Source: an optimization exercise on an open RTL-to-GDS flow (aim: small area, a short achievable clock period and few clock cycles per item). Production flows keep margins and buffers that such runs may drop.
Only simulation tests tie the RTL to the original design; equivalence was not proved.
Power and IR drop assume default switching activity.

==> flow/design.v, too long to show whole: its modules and the start of the top module <==
// module binary_adder: 5 lines
// module adder_subtracter: 27 lines
// module mux2: 6 lines
// module sb16: 36 lines
// module ROM1: 15 lines
// module ROM2: 24 lines
// module mask_d: 45 lines
// module ACC: 133 lines
// module top_ALU: 32 lines
// module addressb: 59 lines
// module fau: 354 lines
// module inversion_rom: 21 lines
// module inversion_new: 153 lines
// module instruction_decoder: 71 lines
// module scalarconv_tnaf: 575 lines
// module scalarconv_top: 46 lines
// module processor: 117 lines
// module program_rom: 82 lines
// module ecsm_fsm: 186 lines
// module ecsm_processor: 26 lines
module ecsm_processor(clk, rst, en_ecsm, done_ecsm, addr, doutb, dina, wea);
  // ...
==> flow/flow/run.sh <==
#!/bin/bash
set -euo pipefail
sed -e 's/SETUP_SLACK_MARGIN=5/SETUP_SLACK_MARGIN=6 BUFFER_PORTS_ARGS="-buffer_cell sky130_fd_sc_hd__buf_4"/' standard.sh > standard_mod.sh
grep -q 'SETUP_SLACK_MARGIN=6' standard_mod.sh
bash standard_mod.sh > standard.log 2>&1
==> flow/standard.sh <==
#!/bin/bash
# synth_recipe.tcl (not shown) runs the flow's synth.tcl, then flattens the netlist and writes it again
# the make line also repeats each setting of config.mk as NAME=value (left out here)
make -C /OpenROAD-flow-scripts/flow DESIGN_CONFIG=/design/flow/config.mk WORK_HOME=/design/flow/orfs CLKGATE_MAP_FILE= SYNTH_SCRIPT=/design/flow/synth_recipe.tcl "${@:-finish}"
==> flow/config.mk <==
export PLATFORM = sky130hd
export DESIGN_NAME = ecsm_processor
export DESIGN_NICKNAME = ecsm_processor
export VERILOG_FILES = /design/flow/design.v
export SDC_FILE = /design/flow/constraint.sdc
export NUM_CORES = 4
export LEC_CHECK = 0
export ABC_AREA = 1
export CAP_MARGIN = 20
export CORE_MARGIN = 2
export CORE_UTILIZATION = 40
export CTS_BUF_LIST = sky130_fd_sc_hd__clkbuf_4 sky130_fd_sc_hd__clkbuf_8
export SETUP_SLACK_MARGIN = 5
export SLEW_MARGIN = 20
==> flow/constraint.sdc <==
create_clock -name core_clock -period 10.0 [get_ports {clk}]
set_input_delay 2.0000 -clock core_clock [delete_from_list [all_inputs] [get_ports {clk}]]
set_output_delay 2.0000 -clock core_clock [all_outputs]
set_load 0.01 [all_outputs]
==> impl_metrics.yaml, run 1 <==
power_and_ir_drop:
  powerDensity_nw_per_um2: 149
  power_leader: "combinational cells"
  leakagePower_nw: 17.3
  intPower_mw: 3.65
  power_mw: 5.91
critical_path:
  crit_slowest_cell: "edfxtp_1"
  endpoint_kind: "flip-flop"
  reg2reg_slack_ns: 5.88
  slowest_delay_ns: 0.51
  crit_buf_inv: 6
grt:
  grt_first_pass_wirelength_um: 193000
clock_tree:
  clk_latency_ns: 0.74
  clk_pin_slew_worst_paths_ns: 0.06
route:
  wl_met2_um: 55200
  routed-via-count: 36377
timing:
  fin_ws_ns: 5.88
  skew_ns: 0.0514
  slew_headroom_pct: 17.3
  fin_crit_sh_pct: 41.2
final_layout:
  drive_above_1_share_pct: 12.6
  reg_top3: "i_processor.FU.acc_e (31), i_processor.FU.acc_o (31)"
  layout.cells.most_common: "nand2_1"
  final_cell_mix: "nand2_1 (1,311), inv_1 (567), nor2_1 (554)"
placement:
  gp_congestion: 1.02
synth:
  syn-num-nets: 5522
outcome:
  outcome: "timing/DRC/antenna clean"
Testbench counts, summed over its fixed seeds: cycles 8,085,985, items 12.
==> run 2, diff against run 1 <==
==> flow/flow/run.sh (replaced) <==
#!/bin/bash
set -euo pipefail
sed -e 's/SETUP_SLACK_MARGIN=5/SETUP_SLACK_MARGIN=7 BUFFER_PORTS_ARGS="-buffer_cell sky130_fd_sc_hd__buf_4"/' standard.sh > standard_mod.sh
grep -q 'SETUP_SLACK_MARGIN=7' standard_mod.sh
bash standard_mod.sh > standard.log 2>&1
==> run 2 against run 1 <==
  * Still clean on timing, DRC and antenna
  * Synthesized area unchanged
  * Non-clock buffer count grew 311
  * Register-to-register slack got worse by 0.20 ns
  * Via count grew 7.1%
  * Sequential power barely moved
  * Combinational power grew 23%
  * Clock power hardly changed
  * Synthesized cell count is the same
  * Die area did not move
  * Cell area increased by 19%
  * Clock skew decreased by 0.011 ns
  * Routed wire length increased by 15%
  * Largest cell class unchanged
==> impl_metrics.yaml, run 2 <==
clock_tree:
  clock-sinks: 421
  cts_inserted_buffers: 81
  clk_latency_ns: 0.73
  root_buffer: "clkbuf_8"
  clockBufferDepth: 3
  ctsHoldBuffers: 0
  htreeDepth: 3
  clk_pin_slew_worst_paths_ns: 0.07
  cts_tree: "built"
critical_path:
  crit_required_ns: 10.59
  crit_path_end: "i_processor.address_r[7]"
  r2r_start: "i_ecsm_fsm.cntr[6]"
  critPathArrivalTime_ns: 4.91
  r2r_end: "i_processor.address_r[7]"
  critPathKind: "flip-flop to flip-flop"
  crit_start: "i_ecsm_fsm.cntr[6]"
  cp_max_fo: 5
  slowest_delay_ns: 0.46
  r2r_cells: 30
  cp-start-kind: "flip-flop"
  crit_slowest_cell: "edfxtp_1"
  endpoint_kind: "flip-flop"
  reg2reg_slack_ns: 5.68
timing:
  finalSetupViolations: 0
  max_freq_mhz: 232
  finalMaxSlewViolations: 0
  whs_ns: 0.400
  finalHoldViolCount: 0
  fin_ws_ns: 5.68
  setup_tns_ns: 0
  tightest_slew_ns: 1.31
  period_minus_slack_ns: 4.32
  slew_headroom_pct: 12.6
  rsz0062_at_grt: "yes"
  skew_ns: 0.0408
  fin_crit_sh_pct: 43.2
route:
  via_per_inst: 5.61
  route.detailed.drc: 0
  first_pass_iters: 7
  ant_nets: 0
  wl_um: 145000
  wl_per_cell_um: 20.8
  drt_iter0_markers: 4501
  routed-via-count: 38957
synth:
  synthFlopType: "dfxtp_1"
  syn-num-nets: 5522
  synth_warnings: 15
  ys_top_cells_by_count: "nand2_1 (1,363), inv_1 (604), nor2_1 (599), o21ai_0 (356), dfxtp_1 (348)"
  yosysSeqAreaShare_pct: 26.5
  synth-edff-count: 73
  ys_types: 68
  synth.most_common_cell: "nand2_1"
  synth.top_cell.area_share_pct: 20.2
  synth_area_leaders: "dfxtp_1 (20%), nand2_1 (15%), xor2_1 (6.6%), inv_1 (6.6%), nor2_1 (6.5%)"
  syn_avg_cell_area_um2: 6.44
  yosysTopAreaCell: "dfxtp_1"
  syn_area_um2: 34600
  synth-seq-cells: 421
  ys_async_sr_fraction_pct: 0
  synth_cells: 5366
power_and_ir_drop:
  intPower_mw: 3.92
  power_mw: 6.38
  p_clk_share_pct: 31.1
  power_frac_seq_pct: 29.7
  swShare_pct: 38.6
  powerDensity_nw_per_um2: 135
  p_comb_share_pct: 39.2
  p_switching_mw: 2.46
  leakagePower_nw: 20.8
  ir_drop_mv: 0.198
grt:
  overflow: 0
  antenna_found_initial: 3
  track_usage_pct: 30.8
  first_global_vias: 36111
  grt_first_pass_wirelength_um: 215000
  grt_max_degree: 39
floorplan:
  die-area_um2: 88800
  die-width_um: 298
  die_h_um: 298
  start_util_pct: 40.5
  rows: 107
  pin_count: 45
  core_um2: 85400
run:
  drv_cap: 0
final_layout:
  reg_top3: "i_processor.FU.acc_e (31), i_processor.FU.acc_o (31)"
  fillers: 8103
  regArea_um2: 9240
  multi_input_area_um2: 26700
  drive_above_1_share_pct: 27.7
  fin_area_um2: 47300
  final_cell_mix: "nand2_1 (1,104), inv_1 (515), nor2_1 (489)"
  layout.cells.most_common: "nand2_1"
  fin_nets: 5890
  area_delta_synth_final_pct: 36.8
placement:
  dp_hpwl_um: 93200
  gp_congestion: 0.998
  io_buffers: 44
  dp_worst_setup_slack_ns: 5.04
  placed_cell_area_um2: 37100
worst_hold_path:
  hold_class: "flip-flop to flip-flop"
  whs_path_depth: 2
outcome:
  outcome: "timing/DRC/antenna clean"
-- run 2: changes by cell type in the layout (fill, tap and decap cells not counted), sizes merged --
cell / previous run / this run
a21oi: 290 / 291
buf: 170 / 462
bufbuf: 0 / 16
bufinv: 6 / 5
clkbuf: 127 / 131
clkinv: 30 / 24
clkinvlp: 9 / 21
inv: 627 / 620
nor2: 620 / 619
-- run 2: how the worst min path moves through the flow --
stage | startpoint | end | slack [ns]
floorplan | i_processor.SC.SC.mask_d_en | i_processor.ALU.AL.mskd.mask_d_en_delayed | 0.38
global placement | i_processor.FU.gs1[1] | i_processor.FU.gs2[1] | 0.41
detailed placement | i_processor.FU.gs1[1] | i_processor.FU.gs2[1] | 0.40
CTS | i_processor.FU.gs1[1] | i_processor.FU.gs2[1] | 0.41
global route | i_processor.FU.gs1[0] | i_processor.FU.gs2[0] | 0.43
finish | i_processor.FU.gs1[1] | i_processor.FU.gs2[1] | 0.40
-- run 2: layout make-up --
class | instances | area share [%]
Inverter | 642 | 5.54
Antenna cell | 2 | 0.0106
Tap cell | 1144 | 3.03
Multi-Input combinational cell | 4102 | 56.4
Sequential cell | 421 | 19.5
Timing Repair inverter | 4 | 0.138
Clock buffer | 127 | 3.34
Timing Repair Buffer | 482 | 11.5
Clock inverter | 24 | 0.577
-- run 2: critical path, delay by kind of cell (launching register included) --
family | cells | cell delay (ns)
AO/OA/AOI/OAI | 7 | 1.14
adder cells (fa/ha/maj) | 1 | 0.21
buffers and inverters | 5 | 0.59
flip-flops | 1 | 0.46
AND/OR/NAND/NOR | 17 | 1.75
-- run 2: cells by family (layout without fill, tap and decap cells) --
family	count (synthesis)	in the layout	share of synthesized area [%]
simple gates	2517	2517	30.3
compound gates	944	945	15.9
buf+inv	844	1279	9.39
xor+xnor	501	501	12.7
flops	421	421	26.5
fa+ha+maj	137	137	5.11
mux	2	2	0.0615
other cells	0	2	0
-- run 2: power by group through the flow --
stage	Sequential (mW)	Clock, mW	Combinational (mW)
6_report	1.89	1.99	2.50
5_1_grt	1.90	2.09	2.71
2_1_floorplan	1.89	0	1.37
3_5_place_dp	1.93	0	1.82
4_1_cts	1.89	2.02	2.18
3_3_place_gp	1.93	0	1.83
-- run 2: metrics by stage --
stage	instances	util [%]
after floorplan	5366	-
after detailed placement	6399	43.5
after CTS	6820	52.1
after global routing	6947	55.4
final	6948	55.4
after global placement	6398	43.5
-- run 2: what timing repair did --
| action | in CTS | in global routing |
|---|---|---|
| pin swaps | 215 | 227 |
| cloned | 35 | 4 |
| resized for setup | 690 | 416 |
| endpoints found under the setup margin | 305 | 154 |
| buffers inserted | 235 | 120 |
-- run 2: per-layer routing --
| metal | routed length (um) | vias to the layer above | GRT usage [%] |
|---|---|---|---|
| li1 | - | 18225 | - |
| met1 | 59100 | 18297 | 41.0 |
| met2 | 64400 | 1969 | 48.7 |
| met3 | 13700 | 462 | 5.71 |
| met4 | 7470 | 4 | 13.0 |
| met5 | 24 | - | 0 |
==> module fau, before the edit <==
module fau(clk, rst, mode, baseA, baseB, baseD, doutb, addr, dina, wea, done, addr_n, wea_n, baseC, fz);
input clk, rst;
input [1:0] mode;
input [7:0] baseA, baseB, baseD;
input [7:0] baseC;       
input fz;                
input [15:0] doutb;
output [7:0] addr;
output reg [15:0] dina;
output [7:0] addr_n;     
output wea_n;
output wea;
output done;
localparam [7:0] TEMP = 8'd234;
localparam [3:0] S_IDLE = 4'd0, S_MUL = 4'd1, S_MULEND = 4'd2, S_SQP = 4'd3, S_SQR = 4'd4,
                 S_SQC = 4'd5, S_ADD = 4'd6, S_CPY = 4'd7, S_DONE = 4'd10;
localparam [4:0] T_NONE = 5'd0, T_RD = 5'd1, T_PE = 5'd2, T_PO = 5'd3, T_RDB = 5'd4,
                 T_RDC = 5'd5, T_L0 = 5'd6, T_L1 = 5'd7, T_FX0 = 5'd8, T_FX1 = 5'd9,
                 T_MW0 = 5'd10, T_MW1 = 5'd11, T_WH = 5'd12, T_SG = 5'd13, T_SQH = 5'd14,
                 T_WX = 5'd15, T_SQ8 = 5'd16, T_C0 = 5'd17, T_C1 = 5'd18;
localparam [2:0] B_A = 3'd0, B_B = 3'd1, B_D = 3'd2, B_T = 3'd3, B_C = 3'd4;
localparam [2:0] O_IA = 3'd0, O_JB = 3'd1, O_I = 3'd2, O_WC = 3'd3, O_X = 3'd4;
reg [3:0] state;
reg [4:0] i, ia, jb, p, wc;
reg whi;                 
reg sqd;                 
reg [2:0] slot;
reg nxtA, bnd, podd, firstel;
reg [2:0] wq;
reg qhi;                 
reg [3:0] ms;            
wire is_mul = (state == S_MUL) || (state == S_MULEND);
reg [7:0] addr_r, bD;
reg we_r;
reg [4:0] tag1, tag2;
reg [1:0] gs1, gs2;      
reg [2:0] n_bs;
reg [2:0] n_os;
reg [4:0] n_offx;         
reg n_we;
reg [4:0] n_tag;
reg [1:0] n_gs;
assign addr = addr_r;
assign wea = we_r;
assign done = (state == S_DONE);
wire is_bnd = nxtA ? (ia == 5'd17) : (jb == 5'd0);
wire [4:0] pn = p + 5'd1;
wire [5:0] cn = {pn, 1'b0} - 6'd17;    
wire wbs_hi = whi;
always @* begin
  n_bs = B_D;
  n_os = O_WC;
  n_we = 1'b0;
  n_tag = T_NONE;
  n_gs = 2'd0;
  n_offx = 5'd0;
  case (state)
    S_MUL: begin
      if (wq != 3'd0) begin
        if (!qhi) begin
          n_we = 1'b1; n_bs = B_T; n_os = O_WC;
          n_tag = (wq == 3'd2) ? T_MW0 : T_MW1;
        end else if (wq == (fz ? 3'd6 : 3'd4)) begin
          n_bs = B_T; n_os = O_I; n_tag = T_L0; n_gs = (i == 5'd0) ? 2'd1 : 2'd0;
        end else if (wq == (fz ? 3'd5 : 3'd3)) begin
          n_bs = B_T; n_os = O_I; n_tag = T_L1;
        end else if (fz && wq == 3'd4) begin
          n_bs = B_C; n_os = O_WC; n_tag = T_C0;
        end else if (fz && wq == 3'd3) begin
          n_bs = B_C; n_os = O_I; n_tag = T_C1;
        end else begin
          n_we = 1'b1; n_bs = B_D; n_os = O_WC; n_tag = (wq == 3'd2) ? T_WX : T_WH;
        end
      end else begin
        n_bs = nxtA ? B_A : B_B; n_os = nxtA ? O_IA : O_JB;
        n_tag = firstel ? T_RD : (podd ? T_PO : T_PE);
      end
    end
    S_MULEND: begin
      case (fz ? ((ms >= 4'd5) ? ms - 4'd2 : ms) : ms)
        4'd1: begin n_bs = B_T; n_os = O_I; n_tag = T_L0; end
        4'd2: begin n_bs = B_T; n_os = O_I; n_tag = T_L1; n_gs = 2'd3; end
        4'd3: if (fz && ms == 4'd3) begin n_bs = B_C; n_os = O_WC; n_tag = T_C0; end
              else begin n_we = 1'b1; n_tag = T_WX; end
        4'd4: if (fz && ms == 4'd4) begin n_bs = B_C; n_os = O_I; n_tag = T_C1; end
              else begin n_we = 1'b1; n_tag = T_WH; end
        4'd5: begin n_bs = B_D; n_os = O_I; n_tag = T_FX0; end
        4'd6: begin n_bs = B_D; n_os = O_I; n_tag = T_FX1; end
        4'd7: begin n_we = 1'b1; n_tag = T_WX; end
        4'd8: begin n_we = 1'b1; n_tag = T_WH; end
        default: ;
      endcase
    end
    S_SQP: begin
      n_bs = B_A;
      case (slot)
        2'd0: begin n_tag = T_RD;  n_os = O_IA; end    
        2'd1: begin n_tag = T_SG;  n_os = O_IA; end    
        2'd2: begin n_tag = T_SQ8; n_os = O_IA; end    
        default: begin n_tag = T_RD; n_os = O_JB; end  
      endcase
    end
    S_SQR: begin
      case (slot)
        3'd0: begin
          n_tag = T_SQH; n_bs = B_A; n_os = O_IA;
          n_gs = (i == 5'd0) ? 2'd1 : (i == 5'd8) ? 2'd3 : 2'd0;
        end
        3'd1: begin
          n_bs = B_A; n_os = O_JB;
          if (i != 5'd8) n_tag = T_RD;
        end
        3'd2: if (fz) begin n_tag = T_C0; n_bs = B_C; n_os = O_X; n_offx = {i[3:0], 1'b0}; end
              else begin n_we = 1'b1; n_tag = T_WX; n_bs = whi ? B_D : B_T; n_os = O_WC; end
        3'd3: if (fz) begin n_tag = T_C1; n_bs = B_C; n_os = O_X; n_offx = {i[3:0], 1'b1}; end
              else begin n_we = 1'b1; n_tag = T_WH; n_bs = whi ? B_D : B_T; n_os = O_WC; end
        3'd4: begin n_we = 1'b1; n_tag = T_WX; n_bs = whi ? B_D : B_T; n_os = O_WC; end
        default: begin n_we = 1'b1; n_tag = T_WH; n_bs = whi ? B_D : B_T; n_os = O_WC; end
      endcase
    end
    S_SQC: begin
      if (slot == 2'd0) begin
        n_bs = B_T; n_os = O_I;
        if (i != 5'd10) n_tag = T_RDC;
      end else begin
        if (i != 5'd0) begin n_we = 1'b1; n_tag = T_WX; end
      end
    end
    S_ADD: begin
      if (slot == 2'd0) begin
        n_bs = B_A; n_os = O_I;
        if (i != 5'd18) n_tag = T_RD;
      end else if (slot == 2'd1) begin
        n_bs = B_B; n_os = O_I;
        if (i != 5'd18) n_tag = T_RDB;
      end else begin
        if (i != 5'd0) begin n_we = 1'b1; n_tag = T_WX; end
      end
    end
    S_CPY: begin
      if (slot == 2'd0) begin
        n_bs = B_A; n_os = O_I;
        if (i != 5'd18) n_tag = T_RDC;
      end else begin
        if (i != 5'd0) begin n_we = 1'b1; n_tag = T_WX; end
      end
    end
    default: ;
  endcase
end
assign addr_n = n_base + {3'b000, n_off};
assign wea_n = n_we & ~rst;
wire [7:0] n_base = (n_bs == B_A) ? baseA : (n_bs == B_B) ? baseB : (n_bs == B_D) ? bD : (n_bs == B_C) ? baseC : TEMP;
wire [4:0] n_off = (n_os == O_IA) ? ia : (n_os == O_JB) ? jb : (n_os == O_I) ? i : (n_os == O_WC) ? wc : n_offx;
always @(posedge clk) begin
  if (rst) begin
    state <= S_IDLE;
    i <= 5'd0; slot <= 2'd0; p <= 5'd0; wc <= 5'd0; whi <= 1'b0;
    ia <= 5'd0; jb <= 5'd1; nxtA <= 1'b0; bnd <= 1'b0; podd <= 1'b1; firstel <= 1'b1;
    wq <= 3'd0; qhi <= 1'b0; ms <= 4'd0;
  end else begin
    if (n_we) wc <= wc + 5'd1;
    case (state)
      S_IDLE: begin
        bD <= baseD;
        case (mode)
          2'd0: begin state <= S_MUL; whi <= 1'b0; end
          2'd1: begin state <= S_SQP; whi <= (baseA != baseD); sqd <= (baseA != baseD); ia <= 5'd16; jb <= 5'd0; end
          2'd2: begin state <= S_ADD; whi <= 1'b1; end
          default: begin state <= S_CPY; whi <= 1'b1; end
        endcase
      end
      S_MUL: begin
        if (wq != 3'd0) begin
          wq <= wq - 3'd1;
          if (!qhi && wc == 5'd17) wc <= 5'd0;
          if (qhi && (wq == (fz ? 3'd6 : 3'd4) || wq == 3'd1)) i <= i + 5'd1;
        end else begin
          if (nxtA) ia <= ia + 5'd1; else jb <= jb - 5'd1;
          nxtA <= ~nxtA;
          if (!firstel) podd <= ~podd;
          firstel <= 1'b0;
          if (is_bnd) bnd <= 1'b1;
          if (bnd) begin
            bnd <= 1'b0;
            firstel <= 1'b1;
            if (p == 5'd17) begin
              state <= S_MULEND; ms <= 4'd0;
            end else begin
              p <= pn;
              if (pn <= 5'd8) begin
                nxtA <= 1'b0; ia <= 5'd0; jb <= {pn[3:0], 1'b1}; podd <= 1'b1;
              end else begin
                nxtA <= 1'b1; ia <= cn[4:0]; jb <= 5'd17; podd <= 1'b0;
              end
            end
          end else if (firstel && p != 5'd0) begin
            wq <= (p >= 5'd10) ? (fz ? 3'd6 : 3'd4) : 3'd2;
            qhi <= (p >= 5'd10);
          end
        end
      end
      S_MULEND: begin
        ms <= ms + 4'd1;
        if (ms == 4'd1) i <= i + 5'd1;
        if (ms == (fz ? 4'd4 : 4'd2)) i <= 5'd0;
        if (ms == (fz ? 4'd6 : 4'd4)) wc <= 5'd0;
        if (ms == (fz ? 4'd7 : 4'd5)) i <= i + 5'd1;
        if (ms == (fz ? 4'd10 : 4'd8)) state <= S_DONE;
      end
      S_SQP: begin
        slot <= slot + 2'd1;
        case (slot)
          2'd0: ia <= 5'd17;
          2'd1: ia <= 5'd8;
          2'd2: ia <= 5'd9;
          default: begin jb <= 5'd1; state <= S_SQR; i <= 5'd0; slot <= 3'd0; end
        endcase
      end
      S_SQR: begin
        slot <= slot + 3'd1;
        if (slot == 3'd0) ia <= ia + 5'd1;
        if (slot == 3'd1) jb <= jb + 5'd1;
        if (slot == (fz ? 3'd5 : 3'd3)) begin
          slot <= 3'd0;
          if (wc == 5'd9) whi <= 1'b1;
          if (i == 5'd8) begin state <= sqd ? S_DONE : S_SQC; i <= 5'd0; wc <= 5'd0; end
          else i <= i + 5'd1;
        end
      end
      S_SQC: begin
        if (slot == 2'd1) begin
          slot <= 2'd0;
          if (i == 5'd10) state <= S_DONE;
          else i <= i + 5'd1;
        end else slot <= slot + 2'd1;
      end
      S_ADD: begin
        if (slot == 2'd2) begin
          slot <= 2'd0;
          if (i == 5'd18) state <= S_DONE;
          else i <= i + 5'd1;
        end else slot <= slot + 2'd1;
      end
      S_CPY: begin
        if (slot == 2'd1) begin
          slot <= 2'd0;
          if (i == 5'd18) state <= S_DONE;
          else i <= i + 5'd1;
        end else slot <= slot + 2'd1;
      end
      default: ;
    endcase
  end
end
always @(posedge clk) begin
  if (rst) begin
    we_r <= 1'b0; tag1 <= T_NONE; tag2 <= T_NONE; gs1 <= 2'd0; gs2 <= 2'd0;
  end else begin
    we_r <= n_we; tag1 <= n_tag; tag2 <= tag1; gs1 <= n_gs; gs2 <= gs1;
  end
  addr_r <= addr_n;
end
reg [15:0] W, X, SQ, Hm;
reg [4:0] Pm2;          
wire [15:0] Pm1 = SQ;
reg [30:0] acc_e, acc_o;
reg [10:0] G;
wire [30:0] prod;
sb16 mul(W, doutb, prod);
function [15:0] fold;    
input [15:0] h, hp;
begin
  fold = h ^ {h[10:0], hp[15:11]} ^ {h[8:0], hp[15:9]} ^ {h[3:0], hp[15:4]};
end
endfunction
function [15:0] spread8;
input [7:0] a;
integer k;
begin
  spread8 = 16'd0;
  for (k = 0; k < 8; k = k + 1) spread8[2*k] = a[k];
end
endfunction
wire is_sq = (tag2 == T_SQH) || (tag2 == T_SG);
wire [15:0] lo_in = spread8(doutb[7:0]);
wire [15:0] hi_in = spread8(doutb[15:8]);
wire [15:0] loS = spread8(SQ[7:0]);
wire [15:0] hiS = spread8(SQ[15:8]);
wire [15:0] loW = spread8(W[7:0]);
wire [15:0] hiW = spread8(W[15:8]);
wire [15:0] Pw0 = acc_e[15:0];
wire [15:0] Pw1 = acc_o[15:0] ^ {1'b0, acc_e[30:16]};
wire [15:0] Hsq_m1 = (gs2 == 2'd1) ? 16'd0 : {hiS[10:0], loS[15:11]};    
wire [15:0] Hsq_0  = {lo_in[10:0], hiS[15:11]};                         
wire [15:0] Hsq_1  = {hi_in[10:0], lo_in[15:11]};                       
wire [15:0] Hm_m1 = (gs2 == 2'd1) ? 16'd0 : {Pm1[10:0], Pm2};           
wire [15:0] Hm_0  = {Pw0[10:0], Pm1[15:11]};                            
wire [15:0] Hm_1  = {Pw1[10:0], Pw0[15:11]};                            
wire [15:0] fa = is_sq ? fold(Hsq_0, Hsq_m1) : fold(Hm_0, Hm_m1);
wire [15:0] fb = is_sq ? fold(Hsq_1, Hsq_0) : fold(Hm_1, Hm_0);
wire [15:0] H16 = is_sq ? {lo_in[10:0], hiW[15:11]} : Hm_0;
wire [15:0] H17 = is_sq ? {hi_in[10:0], lo_in[15:11]} : Hm_1;
wire [15:0] F17 = fold(H17, H16);
wire [15:0] F18w = (H17 >> 11) ^ (H17 >> 9) ^ (H17 >> 4);
wire [5:0]  F18 = F18w[5:0];
wire [15:0] Gf0 = {5'd0, G} ^ {G, 5'd0} ^ {G[8:0], 7'd0} ^ {G[3:0], 12'd0};
wire [15:0] Gf1 = {14'd0, G[10:9]} ^ {9'd0, G[10:4]};
wire [15:0] Rm1a = doutb ^ fb;
wire [15:0] Rm1 = (gs2 == 2'd3) ? {5'd0, Rm1a[10:0]} : Rm1a;
wire [15:0] Rs0 = loW ^ fa ^ ((gs2 == 2'd1) ? Gf0 : 16'd0);
wire [15:0] Rs1a = hiW ^ fb ^ ((gs2 == 2'd1) ? Gf1 : 16'd0);
wire [15:0] Rs1 = (gs2 == 2'd3) ? {5'd0, Rs1a[10:0]} : Rs1a;
reg [30:0] acc_e_n, acc_o_n;
reg [15:0] X_n, Hm_n;
always @* begin
  acc_e_n = acc_e; acc_o_n = acc_o; X_n = X; Hm_n = Hm;
  case (tag2)
    T_PE: acc_e_n = acc_e ^ prod;
    T_PO: acc_o_n = acc_o ^ prod;
    T_RDB: X_n = W ^ doutb;
    T_RDC: X_n = doutb;
    T_L0: X_n = doutb ^ fa;
    T_L1: Hm_n = Rm1;
    T_FX0: X_n = doutb ^ Gf0;
    T_C0: X_n = X ^ doutb;
    T_C1: Hm_n = Hm ^ doutb;
    T_FX1: Hm_n = doutb ^ Gf1;
    T_SQH: begin X_n = Rs0; Hm_n = Rs1; end
    default: ;
  endcase
  if (tag1 == T_MW1 || (tag1 == T_WH && is_mul) || rst) begin
    acc_e_n = rst ? 31'd0 : {16'd0, acc_o[30:16]};
    acc_o_n = 31'd0;
  end
end
always @(posedge clk) begin
  acc_e <= acc_e_n; acc_o <= acc_o_n; X <= X_n; Hm <= Hm_n;
  case (tag2)
    T_RD, T_PE, T_PO: W <= doutb;
    T_L0, T_SG: G <= {F18, F17[15:11]};
    T_SQ8, T_SQH: SQ <= doutb;
    default: ;
  endcase
  if (tag1 == T_MW1 || (tag1 == T_WH && is_mul) || rst) begin
    Pm2 <= Pw0[15:11];
    SQ <= Pw1;
  end
end
always @(posedge clk)
  dina <= (n_tag == T_MW0) ? acc_e_n[15:0] :
          (n_tag == T_MW1) ? (acc_o_n[15:0] ^ {1'b0, acc_e_n[30:16]}) :
          (n_tag == T_WH) ? Hm_n : X_n;
endmodule
==> run 3, diff against run 2 <==
--- a/flow/design.v
+++ b/flow/design.v
@@ -380,12 +380,13 @@
 					: {1'b0,RdOffset};						  
 assign address = BaseAddress + Offset + address_carryin; 
 endmodule
-module fau(clk, rst, mode, baseA, baseB, baseD, doutb, addr, dina, wea, done, addr_n, wea_n, baseC, fz);
+module fau(clk, rst, mode, baseA, baseB, baseD, doutb, addr, dina, wea, done, addr_n, wea_n, baseC, fz_in);
 input clk, rst;
 input [1:0] mode;
 input [7:0] baseA, baseB, baseD;
 input [7:0] baseC;       
-input fz;                
+input fz_in;             
+reg fz;                  
 input [15:0] doutb;
 output [7:0] addr;
 output reg [15:0] dina;
@@ -412,7 +413,7 @@
 reg qhi;                 
 reg [3:0] ms;            
 wire is_mul = (state == S_MUL) || (state == S_MULEND);
-reg [7:0] addr_r, bD;
+reg [7:0] addr_r, bD, bC;    
 reg we_r;
 reg [4:0] tag1, tag2;
 reg [1:0] gs1, gs2;      
@@ -532,7 +533,7 @@
 end
 assign addr_n = n_base + {3'b000, n_off};
 assign wea_n = n_we & ~rst;
-wire [7:0] n_base = (n_bs == B_A) ? baseA : (n_bs == B_B) ? baseB : (n_bs == B_D) ? bD : (n_bs == B_C) ? baseC : TEMP;
+wire [7:0] n_base = (n_bs == B_A) ? baseA : (n_bs == B_B) ? baseB : (n_bs == B_D) ? bD : (n_bs == B_C) ? bC : TEMP;
 wire [4:0] n_off = (n_os == O_IA) ? ia : (n_os == O_JB) ? jb : (n_os == O_I) ? i : (n_os == O_WC) ? wc : n_offx;
 always @(posedge clk) begin
   if (rst) begin
@@ -545,6 +546,8 @@
     case (state)
       S_IDLE: begin
         bD <= baseD;
+        bC <= baseC;
+        fz <= fz_in;
         case (mode)
           2'd0: begin state <= S_MUL; whi <= 1'b0; end
           2'd1: begin state <= S_SQP; whi <= (baseA != baseD); sqd <= (baseA != baseD); ia <= 5'd16; jb <= 5'd0; end
==> flow/flow/run.sh (replaced) <==
#!/bin/bash
set -euo pipefail
sed -e 's/SETUP_SLACK_MARGIN=5/SETUP_SLACK_MARGIN=6 BUFFER_PORTS_ARGS="-buffer_cell sky130_fd_sc_hd__buf_4"/' standard.sh > standard_mod.sh
grep -q 'SETUP_SLACK_MARGIN=6' standard_mod.sh
bash standard_mod.sh > standard.log 2>&1
==> run 3 against run 2 <==
  * Maximum frequency decreased by 0.81%
  * Die area increased by 0.34%
  * Sequential share of layout area increased by 4.3 points
  * Still clean
  * Combinational power increased by 7%
==> impl_metrics.yaml, run 3 <==
timing:
  max_freq_mhz: 230
  finalMaxSlewViolations: 0
  fin_ws_ns: 5.65
  finalSetupViolations: 0
  rsz0062_at_grt: "yes"
  fin_crit_sh_pct: 43.5
  setup_tns_ns: 0
  skew_ns: 0.0517
  tightest_slew_ns: 1.11
  slew_headroom_pct: 26.2
  period_minus_slack_ns: 4.35
  finalHoldViolCount: 0
synth:
  synth-seq-cells: 427
  ys_types: 76
  synth_warnings: 15
  synth.most_common_cell: "nand2_1"
  syn_avg_cell_area_um2: 6.47
  synth-edff-count: 79
  ys_top_cells_by_count: "nand2_1 (1,341), inv_1 (638), nor2_1 (604), o21ai_0 (355), dfxtp_1 (348)"
  synth_area_leaders: "dfxtp_1 (20%), nand2_1 (15%), inv_1 (6.9%), edfxtp_1 (6.8%), nor2_1 (6.5%)"
  syn_area_um2: 34700
  synth_cells: 5362
  synthFlopType: "dfxtp_1"
  yosysSeqAreaShare_pct: 26.9
  ys_async_sr_fraction_pct: 0
  synth.top_cell.area_share_pct: 20.1
  syn-num-nets: 5519
  yosysTopAreaCell: "dfxtp_1"
critical_path:
  endpoint_kind: "flip-flop"
  crit_required_ns: 10.59
  reg2reg_slack_ns: 5.65
  slowest_delay_ns: 0.47
  crit_top_cell: "inv_2"
  critPathArrivalTime_ns: 4.95
  cp-start-kind: "flip-flop"
  critPathKind: "flip-flop to flip-flop"
  cp_max_fo: 5
  crit_slowest_cell: "edfxtp_1"
grt:
  overflow: 0
  first_global_vias: 33719
  antenna_found_initial: 2
  grt_first_pass_wirelength_um: 191000
  grt_max_degree: 82
  track_usage_pct: 26.9
final_layout:
  fillers: 8911
  drive_above_1_share_pct: 10.2
  regArea_um2: 9360
  layout.cells.most_common: "nand2_1"
  reg_top3: "i_processor.FU.acc_e (31), i_processor.FU.acc_o (31)"
  final_cell_mix: "nand2_1 (1,316), inv_1 (617), nor2_1 (570)"
  fin_nets: 5564
  area_delta_synth_final_pct: 13.2
  multi_input_area_um2: 22700
clock_tree:
  htreeDepth: 3
  clock-sinks: 427
  cts_tree: "built"
  cts_inserted_buffers: 85
  clk_latency_ns: 0.73
  clockBufferDepth: 3
  clk_pin_slew_worst_paths_ns: 0.06
  root_buffer: "clkbuf_8"
power_and_ir_drop:
  ir_drop_mv: 0.280
  intPower_mw: 4.00
  swShare_pct: 40.6
  leakagePower_nw: 17.2
  power_frac_seq_pct: 29.2
  p_switching_mw: 2.73
  p_clk_share_pct: 31.1
  powerDensity_nw_per_um2: 171
  p_comb_share_pct: 39.7
route:
  wl_per_cell_um: 18.7
  first_pass_iters: 6
  route.detailed.drc: 0
  ant_nets: 0
  drt_iter0_markers: 3357
  wl_um: 124000
  via_per_inst: 5.41
  routed-via-count: 35908
placement:
  dp_hpwl_um: 90100
  dp_worst_setup_slack_ns: 4.90
  gp_congestion: 1.02
  io_buffers: 44
floorplan:
  die-width_um: 298
  rows: 108
  start_util_pct: 40.2
  die_h_um: 298
  die-area_um2: 89100
  pin_count: 45
  core_um2: 86300
worst_hold_path:
  hold_class: "flip-flop to flip-flop"
run:
  drv_cap: 0
outcome:
  outcome: "timing/DRC/antenna clean"
-- run 3: changes by cell type after synthesis, sizes merged, moves of 12 or more --
cell	delta
a21oi	-25
buf	-16
clkbuf	+16
inv	+22
nand2	-31
nor4	-12
-- run 3: cells by family after synthesis --
kind of cell             count (synthesis)  synth area share (%)
adder cells (fa/ha/maj)                138                  5.13
multiplexers                             3                0.0902
XOR/XNOR                               499                  12.6
AND/OR/NAND/NOR                       2485                  29.7
buffers and inverters                  863                  9.48
flip-flops                             427                  26.9
AO/OA/AOI/OAI                          947                  16.1
-- run 3: timing repair --
item	CTS	global route
pin swaps	31	37
hold buffers	0	0
cloned	0	2
buffers inserted	40	33
setup endpoints to repair	49	51
resized for setup	105	99
-- run 3: worst paths after layout --
| check | start | endpoint | cells after the start |
|---|---|---|---|
| hold reg to reg | i_processor.FU.gs1[1] | i_processor.FU.gs2[1] | 2 |
| setup reg to reg | i_ecsm_fsm.cntr[6] | i_processor.address_r[4] | 30 |
| setup / recovery | i_ecsm_fsm.cntr[6] | i_processor.address_r[4] | 30 |
| hold / removal | i_processor.FU.gs1[1] | i_processor.FU.gs2[1] | 2 |
-- run 3: critical path: cells and delay by family, from the launching register on --
kind            cells  cell delay, ns
simple gates       12            1.28
buf+inv            10            0.93
fa+ha+maj           3            0.77
compound gates      4            0.63
xor+xnor            1            0.17
flops               1            0.47
-- run 3: cell type report --
class / instances / share of cell area (%)
inverter: 661 / 6.41
timing repair buffer: 158 / 3.26
clock inverter: 35 / 1.07
sequential: 427 / 23.8
tap: 1155 / 3.68
clock buffer: 122 / 3.94
timing repair inverter: 2 / 0.0319
antenna: 2 / 0.0127
multi-input combinational: 4072 / 57.8
-- run 3: power groups by stage --
stage | combinational, mW | sequential, mW | clock [mW]
5_1_grt | 2.96 | 1.97 | 2.21
4_1_cts | 2.47 | 1.96 | 2.14
2_1_floorplan | 1.72 | 1.96 | 0
3_5_place_dp | 2.32 | 2.00 | 0
3_3_place_gp | 2.36 | 2.00 | 0
6_report | 2.67 | 1.96 | 2.09
-- run 3: layer usage --
layer	share of wire [%]	up-vias	track usage, %
met5	0	-	0
li1	-	17558	-
met1	42	16505	34.7
met2	45	1526	43.7
met4	5.3	0	13.3
met3	7.6	319	4.17
-- run 3: per-stage QoR --
stage	std cells	total power [mW]	utilization, %	instance area (um2)	hold slack, ns
2_1_floorplan	5362	3.68	-	34800	0.376
3_3_place_gp	6399	4.35	41.7	36000	0.403
3_5_place_dp	6400	4.32	41.8	36100	0.405
4_1_cts	6597	6.57	44.8	38700	0.413
5_1_grt	6633	7.14	45.5	39300	0.429
6_report	6634	6.73	45.5	39300	0.409
Testbench counts of run 3, summed over its fixed seeds: cycles 8,085,985, items 12.
==> run 4, diff against run 3 <==
==> flow/flow/run.sh (replaced) <==
#!/bin/bash
set -euo pipefail
sed -e 's/SETUP_SLACK_MARGIN=5/SETUP_SLACK_MARGIN=5.5 BUFFER_PORTS_ARGS="-buffer_cell sky130_fd_sc_hd__buf_4"/' standard.sh > standard_mod.sh
grep -q 'SETUP_SLACK_MARGIN=5.5' standard_mod.sh
bash standard_mod.sh > standard.log 2>&1
==> run 4 against run 3 <==
  * Still clean
  * Power down 1.6%
  * Hold slack better by 0.0019 ns
  * Clock-buffer cell count shrank 1
  * Maximum frequency is 0.67% higher
  * Routed wire length is 0.34% higher
  * Sequential share of layout area is 0.39 points higher
  * Final cell count is 0.71% lower
  * Sequential power barely moved
  * Register-to-register slack better by 0.08 ns
  * Utilization decreased by 0.79 points
  * Flip-flop and latch count unchanged
==> impl_metrics.yaml, run 4 <==
synth:
  synthFlopType: "dfxtp_1"
  ys_top_cells_by_count: "nand2_1 (1,341), inv_1 (638), nor2_1 (604), o21ai_0 (355), dfxtp_1 (348)"
  yosysTopAreaCell: "dfxtp_1"
  synth-edff-count: 79
  synth_area_leaders: "dfxtp_1 (20%), nand2_1 (15%), inv_1 (6.9%), edfxtp_1 (6.8%), nor2_1 (6.5%)"
  yosysSeqAreaShare_pct: 26.9
  synth.most_common_cell: "nand2_1"
  synth_cells: 5362
  synth.top_cell.area_share_pct: 20.1
  syn_avg_cell_area_um2: 6.47
  syn_area_um2: 34700
  ys_async_sr_fraction_pct: 0
  ys_types: 76
  syn-num-nets: 5519
  synth-seq-cells: 427
  synth_warnings: 15
final_layout:
  fin_cells: 6587
  final_cell_mix: "nand2_1 (1,326), inv_1 (623), nor2_1 (576)"
  final_util_pct: 44.7
  area_delta_synth_final_pct: 11.3
  layout.cells.most_common: "nand2_1"
  reg_top3: "i_processor.FU.acc_e (31), i_processor.FU.acc_o (31)"
  fin_nets: 5518
  drive_above_1_share_pct: 8.45
run:
  drv_cap: 0
timing:
  skew_ns: 0.0762
  whs_ns: 0.411
  finalMaxSlewViolations: 0
  period_minus_slack_ns: 4.32
  slew_headroom_pct: 22.3
  fin_crit_sh_pct: 43.2
  finalHoldViolCount: 0
  tightest_slew_ns: 1.16
  rsz0062_at_grt: "yes"
  setup_tns_ns: 0
  max_freq_mhz: 231
  finalSetupViolations: 0
power_and_ir_drop:
  leakagePower_nw: 16.9
  ir_drop_mv: 0.212
  powerDensity_nw_per_um2: 171
critical_path:
  endpoint_kind: "primary output"
  slowest_delay_ns: 0.70
  cp-start-kind: "flip-flop"
  crit_required_ns: 8.00
  crit_slowest_cell: "clkinv_1"
  crit_top_cell: "nand2_1"
  crit_chain: "clkinv_1, nand2_1, nand2_1, buf_4"
  cp_max_fo: 28
  critPathArrivalTime_ns: 2.32
  critPathKind: "flip-flop to primary output"
clock_tree:
  clk_pin_slew_worst_paths_ns: 0.06
  htreeDepth: 3
  clock-sinks: 427
  clockBufferDepth: 3
  root_buffer: "clkbuf_8"
  clk_latency_ns: 0.74
  cts_inserted_buffers: 84
  cts_tree: "built"
  ctsHoldBuffers: 0
route:
  wl_met2_um: 56200
  wl_met3_um: 9120
  routed.top_layer: "met5"
  drt_iter0_markers: 3314
  wl_per_cell_um: 18.9
  routed-via-count: 35660
  ant_nets: 0
  first_pass_iters: 6
  wl_met1_um: 53300
  wl_um: 124000
  route.detailed.drc: 0
  via_per_inst: 5.41
grt:
  first_global_vias: 33420
  overflow: 0
  grt_max_degree: 82
  track_usage_pct: 27.0
  antenna_found_initial: 2
  grt_first_pass_wirelength_um: 191000
floorplan:
  die-area_um2: 89100
  pin_count: 45
  die-width_um: 298
  start_util_pct: 40.2
  rows: 108
  die_h_um: 298
  core_um2: 86300
outcome:
  outcome: "timing/DRC/antenna clean"
worst_hold_path:
  hold_class: "flip-flop to flip-flop"
placement:
  dp_cells: 6398
  io_buffers: 44
  dp_hpwl_um: 91100
  gp_congestion: 0.988
==> run 4: cell types whose count changed in the layout (fill, tap and decap cells not counted), moves of 7 or more <==
cell,change
nor2_4,-7
o21ai_0,+8
nand2_2,-8
nand2_1,+10
buf_4,-30
buf_6,-10
==> run 4: worst max-delay path: cells and delay by family, from the launching register on <==
| family | cells | cell delay [ns] |
|---|---|---|
| buffers and inverters | 2 | 0.85 |
| AND/OR/NAND/NOR | 2 | 0.42 |
| flip-flops | 1 | 0.34 |
==> run 4: layer usage <==
metal	vias up	GRT usage [%]
met5	-	0
li1	17449	-
met2	1356	44.3
met1	16563	35.0
met3	290	3.91
met4	2	12.2
==> run 4: worst paths after layout <==
| check | start | endpoint | slack (ns) | cells past startpoint |
|---|---|---|---|---|
| setup reg to reg | i_processor.FU.tag2[0] | i_processor.FU.dina[13] | 5.73 | 12 |
| setup / recovery | i_processor.suspend_r | dina[5] | 5.68 | 4 |
| hold / removal | i_processor.FU.gs1[1] | i_processor.FU.gs2[1] | 0.41 | 2 |
| hold reg to reg | i_processor.FU.gs1[1] | i_processor.FU.gs2[1] | 0.41 | 2 |
==> run 4: logic make-up (layout without fill, tap and decap cells) <==
family	Yosys count	in the layout	share of synthesized area, %
XOR/XNOR	499	499	12.6
AND/OR/NAND/NOR	2485	2485	29.7
other	0	2	0
adder cells (fa/ha/maj)	138	138	5.13
multiplexers	3	3	0.0902
flip-flops	427	427	26.9
AO/OA/AOI/OAI	947	947	16.1
buffers and inverters	863	931	9.48
==> run 4: power by group <==
part / switching (mW) / total, mW / internal (mW)
combinational: 1.74 / 2.55 / 0.811
sequential: 0.0839 / 1.97 / 1.88
clock: 0.877 / 2.10 / 1.22
==> run 4: layout make-up <==
class	count	area (um2)
Sequential cell	427	9350
Timing Repair inverter	1	7.51
Clock inverter	34	458
Fill cell	9063	47800
Multi-Input combinational cell	4072	22500
Timing Repair Buffer	114	867
Antenna cell	2	5.00
Clock buffer	121	1510
Tap cell	1155	1450
Inverter	661	2490
==> run 4: repair_timing <==
action	CTS	global route
resized for setup	23	101
endpoints found under the hold margin	0	0
setup endpoints to repair	15	29
setup buffers	8	23
pin swaps	5	28
gates cloned	0	1
==> run 4: stage by stage <==
stage	total power [mW]	cell area, um2	worst slack (ns)
2_1_floorplan	3.66	34700	5.56
3_3_place_gp	4.35	36000	4.71
3_5_place_dp	4.33	36000	4.54
4_1_cts	6.48	38100	5.49
5_1_grt	7.02	38600	5.41
6_report	6.62	38600	5.68
==> module processor, before the edit <==
module 	processor(clk, rst, instruction_ready, instruction, op0, op1, op2,
			address, doutb, dina, wea, length_even, done_SC, Tbit_pair, flag_adjustment, instruction_executed,
			state_SC, fuse, op3, pvar);
input clk, rst;
input instruction_ready;
input [2:0] instruction;
input [3:0] op0, op1, op2;
output [7:0] address;
input [15:0] doutb;
output [15:0] dina;
output wea;
output length_even, done_SC;
output [1:0] Tbit_pair, flag_adjustment;
output instruction_executed;
output [5:0] state_SC;
input fuse;		 
input [3:0] op3;
input [1:0] pvar;	 
wire [5:0] state_SC;
wire [8:0] length_counter;
wire [15:0] CL, R2, R1;
wire [2:0] state_inv;
wire [7:0] inv_rom_dout;
wire [7:0] count;
wire done_primitive, done_inversion;
wire [8:0] control_group3, control_group3_ins, control_group3_inv;
wire [3:0] BasePtSel;
wire [1:0] Base_en, mode;
wire en_primitive, en_invert, suspend;
wire [4:0] SCOffset;
wire [2:0] BaseSel_SC;
wire [8:0] control_group1, control_group1_SC;
wire [13:0] control_group2, control_group2_SC;
wire b0_one, b1_zero, M4_out0;
wire [1:0] Tbit_pair, flag_adjustment;
wire wea_SC, address_carryin;
wire Tbit_no_sign, rst_d_carry, LSB_store;
wire [7:0] address_SC, RdBase1, RdBase2, BasePointer, RdBase1_n, RdBase2_n;
wire suspend_n, Tbit_no_sign_n, address_carryin_n;
wire [2:0] BaseSel_n;
wire [4:0] SCOffset_n;
wire [7:0] op0_base, op3_base;
wire [4:0] wc_SC_n, lc_hi_SC_n;
wire ns_hi_SC;
reg suspend_r;
reg [7:0] address_SC_r;
wire [15:0] dina_ALU;
wire [7:0] address_F, address_F_n;
wire [15:0] dina_F;
wire wea_F, wea_F_n, wea_SC_n;
reg [7:0] address_r;
reg wea_r;
instruction_decoder  INS_DEC(clk, rst, instruction_ready, Tbit_ready,
				  instruction, op0, op1, op2, done_primitive, done_inversion,
				  control_group3_ins, en_invert, suspend,
				  instruction_executed, suspend_n);
always @(posedge clk)
	suspend_r <= rst | suspend_n;
scalarconv_top	 SC(clk, rst, suspend_r, Tbit_no_sign, b0_one, b1_zero, M4_out0, flag_adjustment,
	  	 rst_d_carry, control_group1_SC, control_group2_SC, wea_SC, address_carryin, BaseSel_SC, SCOffset,
		 length_even, Tbit_ready, done_SC,
		 state_SC, length_counter, Tbit_no_sign_n, BaseSel_n, SCOffset_n, address_carryin_n, wea_SC_n,
		 wc_SC_n, lc_hi_SC_n, ns_hi_SC);
inversion_new	IN(clk, ~en_invert, done_primitive,
				control_group3_inv, done_inversion,
				state_inv, inv_rom_dout, count);
fau		FU(clk, rst | ~en_primitive, mode, RdBase1, RdBase2, BasePointer,
		   doutb, address_F, dina_F, wea_F, done_primitive, address_F_n, wea_F_n, op3_base, fuse);
top_ALU			ALU(clk, rst, rst_d_carry, control_group1, control_group2, mode, 1'b1, 1'b0, 3'd0,
			    LSB_store, Tbit_no_sign, doutb, dina_ALU, b0_one, b1_zero, Tbit_pair, M4_out0, flag_adjustment,
       			    CL, R2, R1, Tbit_no_sign_n);
addressb		ADDR(clk, rst, 5'd0, 6'd0, SCOffset, suspend_r,
			     BasePtSel, (suspend_r==1'b0) ? BaseSel_SC : 3'd0, 1'b0, Base_en, address_carryin, address_SC,
			     RdBase1, RdBase2, BasePointer, RdBase1_n, RdBase2_n, pvar);
ROM2 OP0BASE(op0, op0_base);
ROM2 OP3BASE(op3, op3_base);
wire [7:0] wc8 = {3'b000, wc_SC_n};
wire [7:0] s_b0 = RdBase1_n + wc8;
wire [7:0] s_b0c = RdBase1_n + wc8 + 8'd1;
wire [7:0] s_b1 = RdBase2_n + wc8;
wire [7:0] s_b2 = 8'd234 + wc8;
wire [7:0] s_b2c = 8'd235 + wc8;
wire [7:0] s_b3 = op0_base + wc8;
wire [7:0] s_b4 = 8'd243 + wc8;
wire [7:0] s_b5 = 8'd63 + wc8;
wire [7:0] s_b6 = 8'd72 + wc8;
wire [7:0] s_b7 = 8'd81 + wc8;
wire [7:0] s_hi = RdBase1_n + {3'b000, lc_hi_SC_n};
reg [7:0] address_SC_n;
always @* begin
	if (ns_hi_SC) address_SC_n = s_hi;
	else case (BaseSel_n)
		3'd0: address_SC_n = address_carryin_n ? s_b0c : s_b0;
		3'd1: address_SC_n = s_b1;
		3'd2: address_SC_n = address_carryin_n ? s_b2c : s_b2;
		3'd3: address_SC_n = s_b3;
		3'd4: address_SC_n = s_b4;
		3'd5: address_SC_n = s_b5;
		3'd6: address_SC_n = s_b6;
		default: address_SC_n = s_b7;
	endcase
end
always @(posedge clk)
	address_SC_r <= address_SC_n;
wire suspend_nx = rst | suspend_n;
always @(posedge clk) begin
	address_r <= suspend_nx ? address_F_n : address_SC_n;
	wea_r <= suspend_nx ? wea_F_n : wea_SC_n;
end
assign control_group1 = (suspend_r==1'b0) ? control_group1_SC : 9'b001110010;
assign control_group2 = control_group2_SC;
assign control_group3 = (en_invert) ? control_group3_inv : control_group3_ins;
assign {BasePtSel, Base_en, mode, en_primitive} = control_group3;
assign address = address_r;
assign dina = (suspend_r==1'b0) ? dina_ALU : dina_F;
assign wea = wea_r;
endmodule
==> run 5, diff against run 4 <==
--- a/flow/design.v
+++ b/flow/design.v
@@ -1679,18 +1679,19 @@
 			     RdBase1, RdBase2, BasePointer, RdBase1_n, RdBase2_n, pvar);
 ROM2 OP0BASE(op0, op0_base);
 ROM2 OP3BASE(op3, op3_base);
+localparam [7:0] SC_RDBASE1 = 8'd0, SC_RDBASE2 = 8'd18, SC_WTBASE = 8'd54;
 wire [7:0] wc8 = {3'b000, wc_SC_n};
-wire [7:0] s_b0 = RdBase1_n + wc8;
-wire [7:0] s_b0c = RdBase1_n + wc8 + 8'd1;
-wire [7:0] s_b1 = RdBase2_n + wc8;
+wire [7:0] s_b0 = SC_RDBASE1 + wc8;
+wire [7:0] s_b0c = SC_RDBASE1 + wc8 + 8'd1;
+wire [7:0] s_b1 = SC_RDBASE2 + wc8;
 wire [7:0] s_b2 = 8'd234 + wc8;
 wire [7:0] s_b2c = 8'd235 + wc8;
-wire [7:0] s_b3 = op0_base + wc8;
+wire [7:0] s_b3 = SC_WTBASE + wc8;
 wire [7:0] s_b4 = 8'd243 + wc8;
 wire [7:0] s_b5 = 8'd63 + wc8;
 wire [7:0] s_b6 = 8'd72 + wc8;
 wire [7:0] s_b7 = 8'd81 + wc8;
-wire [7:0] s_hi = RdBase1_n + {3'b000, lc_hi_SC_n};
+wire [7:0] s_hi = SC_RDBASE1 + {3'b000, lc_hi_SC_n};
 reg [7:0] address_SC_n;
 always @* begin
 	if (ns_hi_SC) address_SC_n = s_hi;
==> flow/flow/run.sh (replaced) <==
#!/bin/bash
set -euo pipefail
sed -e 's/SETUP_SLACK_MARGIN=5/SETUP_SLACK_MARGIN=6 BUFFER_PORTS_ARGS="-buffer_cell sky130_fd_sc_hd__buf_4"/' standard.sh > standard_mod.sh
grep -q 'SETUP_SLACK_MARGIN=6' standard_mod.sh
bash standard_mod.sh > standard.log 2>&1
==> run 5 against run 4 <==
  * Still clean on timing, DRC and antenna
  * Sequential share of layout area grew 0.65 points
  * Sequential power is essentially flat
  * Maximum frequency up 9.5%
  * Hold slack lost 0.0039 ns
  * First-iteration DRC count up 6.5%
  * Register-to-register slack better by 0.43 ns
  * Critical path type is now input pin to flip-flop
  * Critical endpoint is now i_processor.FU.dina[14]
==> impl_metrics.yaml, run 5 <==
outcome:
  outcome: "timing/DRC/antenna clean"
route:
  routed.top_layer: "met5"
  route.detailed.drc: 0
  wl_per_cell_um: 18.7
  first_pass_iters: 6
  wl_met2_um: 52900
  routed-via-count: 34500
  ant_nets: 0
  drt_iter0_markers: 3530
  wl_um: 118000
  wl_met3_um: 8610
  wl_met1_um: 51400
  via_per_inst: 5.46
clock_tree:
  cts_inserted_buffers: 83
  root_buffer: "clkbuf_8"
  clock-sinks: 425
  clockBufferDepth: 3
  clk_pin_slew_worst_paths_ns: 0.06
  htreeDepth: 3
  clk_latency_ns: 0.70
  ctsHoldBuffers: 0
  cts_tree: "built"
critical_path:
  endpoint_kind: "flip-flop"
  r2r_cells: 27
  crit_required_ns: 10.62
  r2r_end: "i_processor.address_r[7]"
  reg2reg_slack_ns: 6.16
  critPathKind: "input pin to flip-flop"
  critPathArrivalTime_ns: 4.58
  cp-start-kind: "input pin"
  r2r_start: "i_processor.FU.fz"
  cp_max_fo: 24
final_layout:
  reg_top3: "i_processor.FU.acc_e (31), i_processor.FU.acc_o (31)"
  layout.cells.most_common: "nand2_1"
  fillers: 8653
  area_delta_synth_final_pct: 11.3
  final_cell_mix: "nand2_1 (1,265), inv_1 (573), nor2_1 (515)"
  fin_nets: 5297
  regArea_um2: 9320
  drive_above_1_share_pct: 9.90
  multi_input_area_um2: 21500
worst_hold_path:
  hold_class: "flip-flop to flip-flop"
  whs_path_depth: 2
  hold_path_end: "i_processor.FU.gs2[0]"
  min_from: "i_processor.FU.gs1[0]"
synth:
  synth_area_leaders: "dfxtp_1 (21%), nand2_1 (14%), edfxtp_1 (7.0%), inv_1 (6.5%), xor2_1 (6.4%)"
  synth-edff-count: 79
  syn_area_um2: 33700
  ys_types: 69
  yosysTopAreaCell: "dfxtp_1"
  syn-num-nets: 5297
  yosysSeqAreaShare_pct: 27.6
  ys_async_sr_fraction_pct: 0
  ys_top_cells_by_count: "nand2_1 (1,279), inv_1 (584), nor2_1 (541), o21ai_0 (353), dfxtp_1 (346)"
  synth_warnings: 15
  synthFlopType: "dfxtp_1"
  synth.top_cell.area_share_pct: 20.6
  syn_avg_cell_area_um2: 6.51
  synth_cells: 5167
  synth.most_common_cell: "nand2_1"
  synth-seq-cells: 425
timing:
  fin_ws_ns: 6.05
  whs_ns: 0.407
  finalMaxSlewViolations: 0
  setup_tns_ns: 0
  fin_crit_sh_pct: 39.5
  period_minus_slack_ns: 3.95
  skew_ns: 0.0382
  slew_headroom_pct: 31.6
  max_freq_mhz: 253
  rsz0062_at_grt: "yes"
  tightest_slew_ns: 1.03
  finalHoldViolCount: 0
  finalSetupViolations: 0
grt:
  grt_first_pass_wirelength_um: 183000
  first_global_vias: 31819
  grt_max_degree: 52
  antenna_found_initial: 3
  overflow: 0
  track_usage_pct: 26.6
power_and_ir_drop:
  p_switching_mw: 2.36
  power_frac_seq_pct: 32.2
  swShare_pct: 39.0
  p_clk_share_pct: 33.1
  ir_drop_mv: 0.336
  p_comb_share_pct: 34.8
  intPower_mw: 3.69
  leakagePower_nw: 16.3
  powerDensity_nw_per_um2: 162
floorplan:
  pin_count: 45
  rows: 106
  die-area_um2: 86500
  die-width_um: 294
  core_um2: 83400
  start_util_pct: 40.3
  die_h_um: 294
run:
  drv_cap: 0
placement:
  io_buffers: 44
  dp_hpwl_um: 85400
  gp_congestion: 0.988
  dp_worst_setup_slack_ns: 5.07
## run 5: cell types whose count changed in the layout (fill, tap and decap cells not counted), moves of 15 or more
cell,change
xor2_1,-15
nor3_1,-26
ha_1,-20
nand2_1,-61
xnor2_1,-25
nand3_1,+27
inv_1,-50
nor2_1,-61
## run 5: cell type report
class | instances | share of cell area (%)
Antenna cell | 1 | 0.00668
Clock buffer | 125 | 4.19
Tap cell | 1080 | 3.61
Clock inverter | 26 | 0.845
Multi-Input combinational cell | 3908 | 57.4
Timing Repair Buffer | 117 | 2.53
Inverter | 632 | 6.52
Sequential cell | 425 | 24.9
## run 5: worst max-delay path by stage
stage                               from                         to  slack, ns  depth (start not counted)
global placement                doutb[0]  i_processor.ALU.AL.CL[15]       5.13                         17
detailed placement              doutb[0]  i_processor.ALU.AL.CL[15]       5.07                         17
finish                         doutb[10]    i_processor.FU.dina[14]       6.05                         15
global route        i_processor.FU.ms[1]   i_processor.address_r[6]       5.90                         28
floorplan                       doutb[1]    i_processor.FU.dina[12]       5.98                         12
CTS                   i_ecsm_fsm.cntr[6]     i_processor.FU.dina[5]       5.89                         18
## run 5: metal layers
metal	up-vias	GRT usage, %
li1	16834	-
met1	16028	35.8
met2	1368	42.4
met3	266	3.75
met4	4	11.7
met5	-	0
## run 5: logic make-up after synthesis
| group | synth area share [%] |
|---|---|
| AND/OR/NAND/NOR | 30.0 |
| AO/OA/AOI/OAI | 16.4 |
| buffers and inverters | 9.66 |
| XOR/XNOR | 12.1 |
| flip-flops | 27.6 |
| adder cells (fa/ha/maj) | 4.19 |
| multiplexers | 0.0297 |
## run 5: power by group through the flow
stage               Clock, mW  Combinational, mW  Sequential, mW
floorplan                   0               1.47            1.95
global placement            0               2.02            1.98
detailed placement          0               2.01            1.98
CTS                      2.05               2.02            1.95
global route             2.13               2.33            1.96
finish                   2.00               2.10            1.95
## run 5: metrics by stage
step                      power (mW)  cell area (um2)  instances  utilization (%)
after floorplan                 3.42            33700       5167                -
after global placement          4.01            34800       6129             41.7
after detailed placement        3.99            34800       6129             41.7
after CTS                       6.02            36800       6283             44.2
after global routing            6.41            37400       6314             44.9
final                           6.05            37400       6314             44.9
## run 5: worst max-delay path: stages
cell	delay [ns]
buf_4	0.30
nand2_1	0.12
o21ai_0	0.32
xor2_1	0.29
xor2_2	0.27
inv_1	0.11
nand2_1	0.07
nand3_1	0.08
nand3_1	0.08
o21ai_0	0.11
o21ai_0	0.35
nand2_1	0.23
nand2_1	0.10
nand2_1	0.05
nand2_1	0.06
## run 5: what timing repair did
| action | CTS | global route |
|---|---|---|
| gates resized for setup | 44 | 109 |
| cloned | 0 | 2 |
| buffers inserted | 3 | 28 |
| pin swaps | 2 | 15 |
| endpoints found under the hold margin | 0 | 0 |
| setup endpoints to repair | 89 | 72 |
Testbench counts of run 5, summed over its fixed seeds: cycles 8,085,985, items 12.
==> run 6, diff against run 5 <==
--- a/flow/design.v
+++ b/flow/design.v
@@ -441,8 +441,10 @@
     S_MUL: begin
       if (wq != 3'd0) begin
         if (!qhi) begin
-          n_we = 1'b1; n_bs = B_T; n_os = O_WC;
-          n_tag = (wq == 3'd2) ? T_MW0 : T_MW1;
+          if (wq != 3'd3) begin
+            n_we = 1'b1; n_bs = B_T; n_os = O_WC;
+            n_tag = (wq == 3'd2) ? T_MW0 : T_MW1;
+          end
         end else if (wq == (fz ? 3'd6 : 3'd4)) begin
           n_bs = B_T; n_os = O_I; n_tag = T_L0; n_gs = (i == 5'd0) ? 2'd1 : 2'd0;
         end else if (wq == (fz ? 3'd5 : 3'd3)) begin
@@ -580,7 +582,7 @@
               end
             end
           end else if (firstel && p != 5'd0) begin
-            wq <= (p >= 5'd10) ? (fz ? 3'd6 : 3'd4) : 3'd2;
+            wq <= (p >= 5'd10) ? (fz ? 3'd6 : 3'd4) : 3'd3;
             qhi <= (p >= 5'd10);
           end
         end
@@ -733,8 +735,8 @@
   end
 end
 always @(posedge clk)
-  dina <= (n_tag == T_MW0) ? acc_e_n[15:0] :
-          (n_tag == T_MW1) ? (acc_o_n[15:0] ^ {1'b0, acc_e_n[30:16]}) :
+  dina <= (n_tag == T_MW0) ? acc_e[15:0] :
+          (n_tag == T_MW1) ? (acc_o[15:0] ^ {1'b0, acc_e[30:16]}) :
           (n_tag == T_WH) ? Hm_n : X_n;
 endmodule
 module inversion_rom(address, dout);
==> run 6 against run 5 <==
  * Power down 7.4%
  * Combinational power down 24%
  * Sequential share of layout area up 0.79 points
  * Die area down 0.32%
  * Clock skew about the same
  * Via count down 0.63%
  * Critical path depth down 9
  * Clock power up 4%
  * Synthesized area down 0.32%
  * Still clean on timing, DRC and antenna
  * Cell area up 0.22%
==> impl_metrics.yaml, run 6 <==
outcome:
  outcome: "timing/DRC/antenna clean"
clock_tree:
  clock-sinks: 425
  htreeDepth: 3
  cts_tree: "built"
  cts_inserted_buffers: 82
  clockBufferDepth: 3
  clk_latency_ns: 0.71
  root_buffer: "clkbuf_8"
  clk_pin_slew_worst_paths_ns: 0.06
final_layout:
  fin_nets: 5251
  drive_above_1_share_pct: 9.32
  layout.cells.most_common: "nand2_1"
  fillers: 8670
  fin_cells: 6272
  final_cell_mix: "nand2_1 (1,237), inv_1 (568), nor2_1 (554)"
  regArea_um2: 9630
  multi_input_area_um2: 21200
  reg_top3: "i_processor.FU.acc_e (31), i_processor.FU.acc_o (31)"
  area_delta_synth_final_pct: 11.9
route:
  drt_iter0_markers: 3213
  wl_um: 122000
  via_per_inst: 5.47
  first_pass_iters: 7
  route.detailed.drc: 0
  routed-via-count: 34282
  ant_nets: 0
  wl_per_cell_um: 19.4
synth:
  ys_async_sr_fraction_pct: 0
  ys_top_cells_by_count: "nand2_1 (1,250), inv_1 (580), nor2_1 (577), o21ai_0 (371), dfxtp_1 (315)"
  synthSimpleGateAreaFrac_pct: 29.3
  yosysSeqAreaShare_pct: 28.6
  syn_avg_cell_area_um2: 6.56
  synth-seq-cells: 425
  synthFlopType: "dfxtp_1"
  synth_adder_area_share_pct: 4.13
  yosysTopAreaCell: "dfxtp_1"
  synth-edff-count: 110
  synth_compound_area_share_pct: 16.4
  synth_cells: 5110
  synth_warnings: 15
  synth.most_common_cell: "nand2_1"
  synth_area_leaders: "dfxtp_1 (19%), nand2_1 (14%), edfxtp_1 (9.8%), inv_1 (6.5%), nor2_1 (6.5%)"
  synth_top_family_by_area: "simple AND/OR/NAND/NOR gates"
  syn-num-nets: 5238
  synth_mux_area_share_pct: 0.0298
  synth-xor-area-share_pct: 12.2
  ys_types: 73
  synth.top_cell.area_share_pct: 18.8
  syn_area_um2: 33500
run:
  drv_cap: 0
critical_path:
  crit_required_ns: 8.00
  critPathArrivalTime_ns: 1.92
  r2r_cells: 29
  r2r_end: "i_processor.address_r[7]"
  crit_slowest_cell: "dfxtp_4"
  critPathKind: "flip-flop to primary output"
  cp_max_fo: 13
  crit_chain: "buf_12, clkinvlp_4, buf_4, nand2_1, nand2_1, buf_4"
  reg2reg_slack_ns: 6.11
  slowest_delay_ns: 0.40
  crit_buf_inv: 4
  crit_family: "buffers and inverters"
  r2r_start: "i_processor.FU.ms[1]"
  endpoint_kind: "primary output"
  cp-start-kind: "flip-flop"
timing:
  whs_ns: 0.391
  skew_ns: 0.0379
  tightest_slew_ns: 1.17
  rsz0062_at_grt: "yes"
  finalHoldViolCount: 0
  finalMaxSlewViolations: 0
  period_minus_slack_ns: 3.92
  slew_headroom_pct: 22.3
  finalSetupViolations: 0
  setup_tns_ns: 0
  max_freq_mhz: 255
  fin_crit_sh_pct: 39.2
grt:
  track_usage_pct: 27.5
  antenna_found_initial: 2
  grt_first_pass_wirelength_um: 186000
  grt_max_degree: 62
  first_global_vias: 32052
  overflow: 0
floorplan:
  rows: 106
  pin_count: 45
  die-width_um: 294
  die_h_um: 294
  die-area_um2: 86200
  core_um2: 83300
  start_util_pct: 40.3
placement:
  dp_cells: 6075
  io_buffers: 44
  dp_hpwl_um: 88600
  gp_congestion: 1.00
power_and_ir_drop:
  leakagePower_nw: 16.2
  powerDensity_nw_per_um2: 149
  ir_drop_mv: 0.218
worst_hold_path:
  whs_path_depth: 2
  hold_path_end: "i_processor.FU.gs2[0]"
  min_from: "i_processor.FU.gs1[0]"
  hold_class: "flip-flop to flip-flop"
[run 6: worst max-delay path by stage]
stage | startpoint | endpoint | cells after the start
2_1_floorplan | doutb[3] | i_processor.FU.acc_e[12] | 10
3_3_place_gp | i_processor.FU.state[3] | i_processor.FU.dina[6] | 15
3_5_place_dp | i_processor.FU.state[3] | i_processor.FU.dina[6] | 15
4_1_cts | i_processor.FU.ms[1] | i_processor.address_r[7] | 28
5_1_grt | i_processor.FU.ms[2] | i_processor.address_r[4] | 21
6_report | i_processor.suspend_r | dina[13] | 6
[run 6: tightest hold or removal path: cells and delay by family, from the launching register on]
family        cells  cell delay, ns
buf+inv           1            0.05
flops             1            0.30
simple gates      1            0.04
[run 6: power breakdown]
part           internal, mW  total, mW  switching, mW  leakage [nW]
Clock                  1.24       2.08          0.845          1.02
Sequential             1.86       1.92         0.0606          3.73
Combinational         0.485       1.59           1.11          11.4
[run 6: cells by family after synthesis]
family | after synthesis
xor+xnor | 466
mux | 1
compound gates | 940
simple gates | 2356
flops | 425
buf+inv | 813
fa+ha+maj | 109
[run 6: metal layers]
layer / GRT usage, % / wire [um]
met1: 37.1 / 52900
met2: 43.6 / 54100
met3: 3.81 / 9270
met4: 12.3 / 5490
met5: 0 / 0
[run 6: layout make-up]
class,instances,share of cell area [%]
inverters,611,6.21
diodes,1,0.00667
clock buffers,119,4.11
well taps,1080,3.60
repair buffers,129,2.76
multi-input cells,3873,56.5
clock inverters,33,1.14
repair inverters,1,0.0200
flip-flops and latches,425,25.7
[run 6: timing repair]
item | in CTS | in global routing
buffers inserted | 7 | 34
hold buffers | 0 | 0
gates resized for setup | 44 | 80
gates cloned | 3 | 0
pin swaps | 7 | 21
endpoints found under the hold margin | 0 | 0
endpoints found under the setup margin | 54 | 54
[run 6: stage by stage]
stage          power (mW)  area (um2)  setup WS, ns  utilization, %
2_1_floorplan        3.06       33500          6.02               -
3_3_place_gp         3.53       34800          5.25            41.8
3_5_place_dp         3.51       34800          5.05            41.8
4_1_cts              5.61       37000          6.00            44.4
5_1_grt              5.91       37500          5.82            45.1
6_report             5.60       37500          6.08            45.1
Testbench counts of run 6, summed over its fixed seeds: cycles 8,211,409, items 12.

[static timing again, ports no longer ideal]
Ports are ideal in the flow. The routed layouts listed here were re-timed in OpenROAD.
Step 1: set_driving_cell puts a clkbuf_16 on clk and a buf_2 on each other input, an assumption about the parent block.
Step 2 moves the port delays by t, midway between the first and last clock arrival at a register: inputs arrive t later, outputs are due t later. That takes back most of the time a late clock gives input paths.
Slacks: no drivers / after step 1 / after step 2; pairs: no drivers / after step 1.
run | t (ns) | slack for setup (ns) | worst hold slack (ns)
run 1 | 0.779 | 5.884 / 5.884 / 5.334 | 0.408 / 0.408 / 0.408
run 2 | 0.772 | 5.682 / 5.682 / 5.553 | 0.400 / 0.400 / 0.400
run 3 | 0.755 | 5.647 / 5.647 / 5.299 | 0.409 / 0.409 / 0.409
run 4 | 0.768 | 5.676 / 5.609 / 5.082 | 0.411 / 0.411 / 0.411
run 5 | 0.741 | 6.049 / 6.050 / 5.344 | 0.407 / 0.407 / 0.407
run 6 | 0.760 | 6.084 / 6.019 / 5.433 | 0.391 / 0.391 / 0.391
After both steps setup and hold are still met in every run listed. For run 5, which loses most, drivers alone change the setup slack by +0.001 ns; drivers and shift together by -0.705 ns.
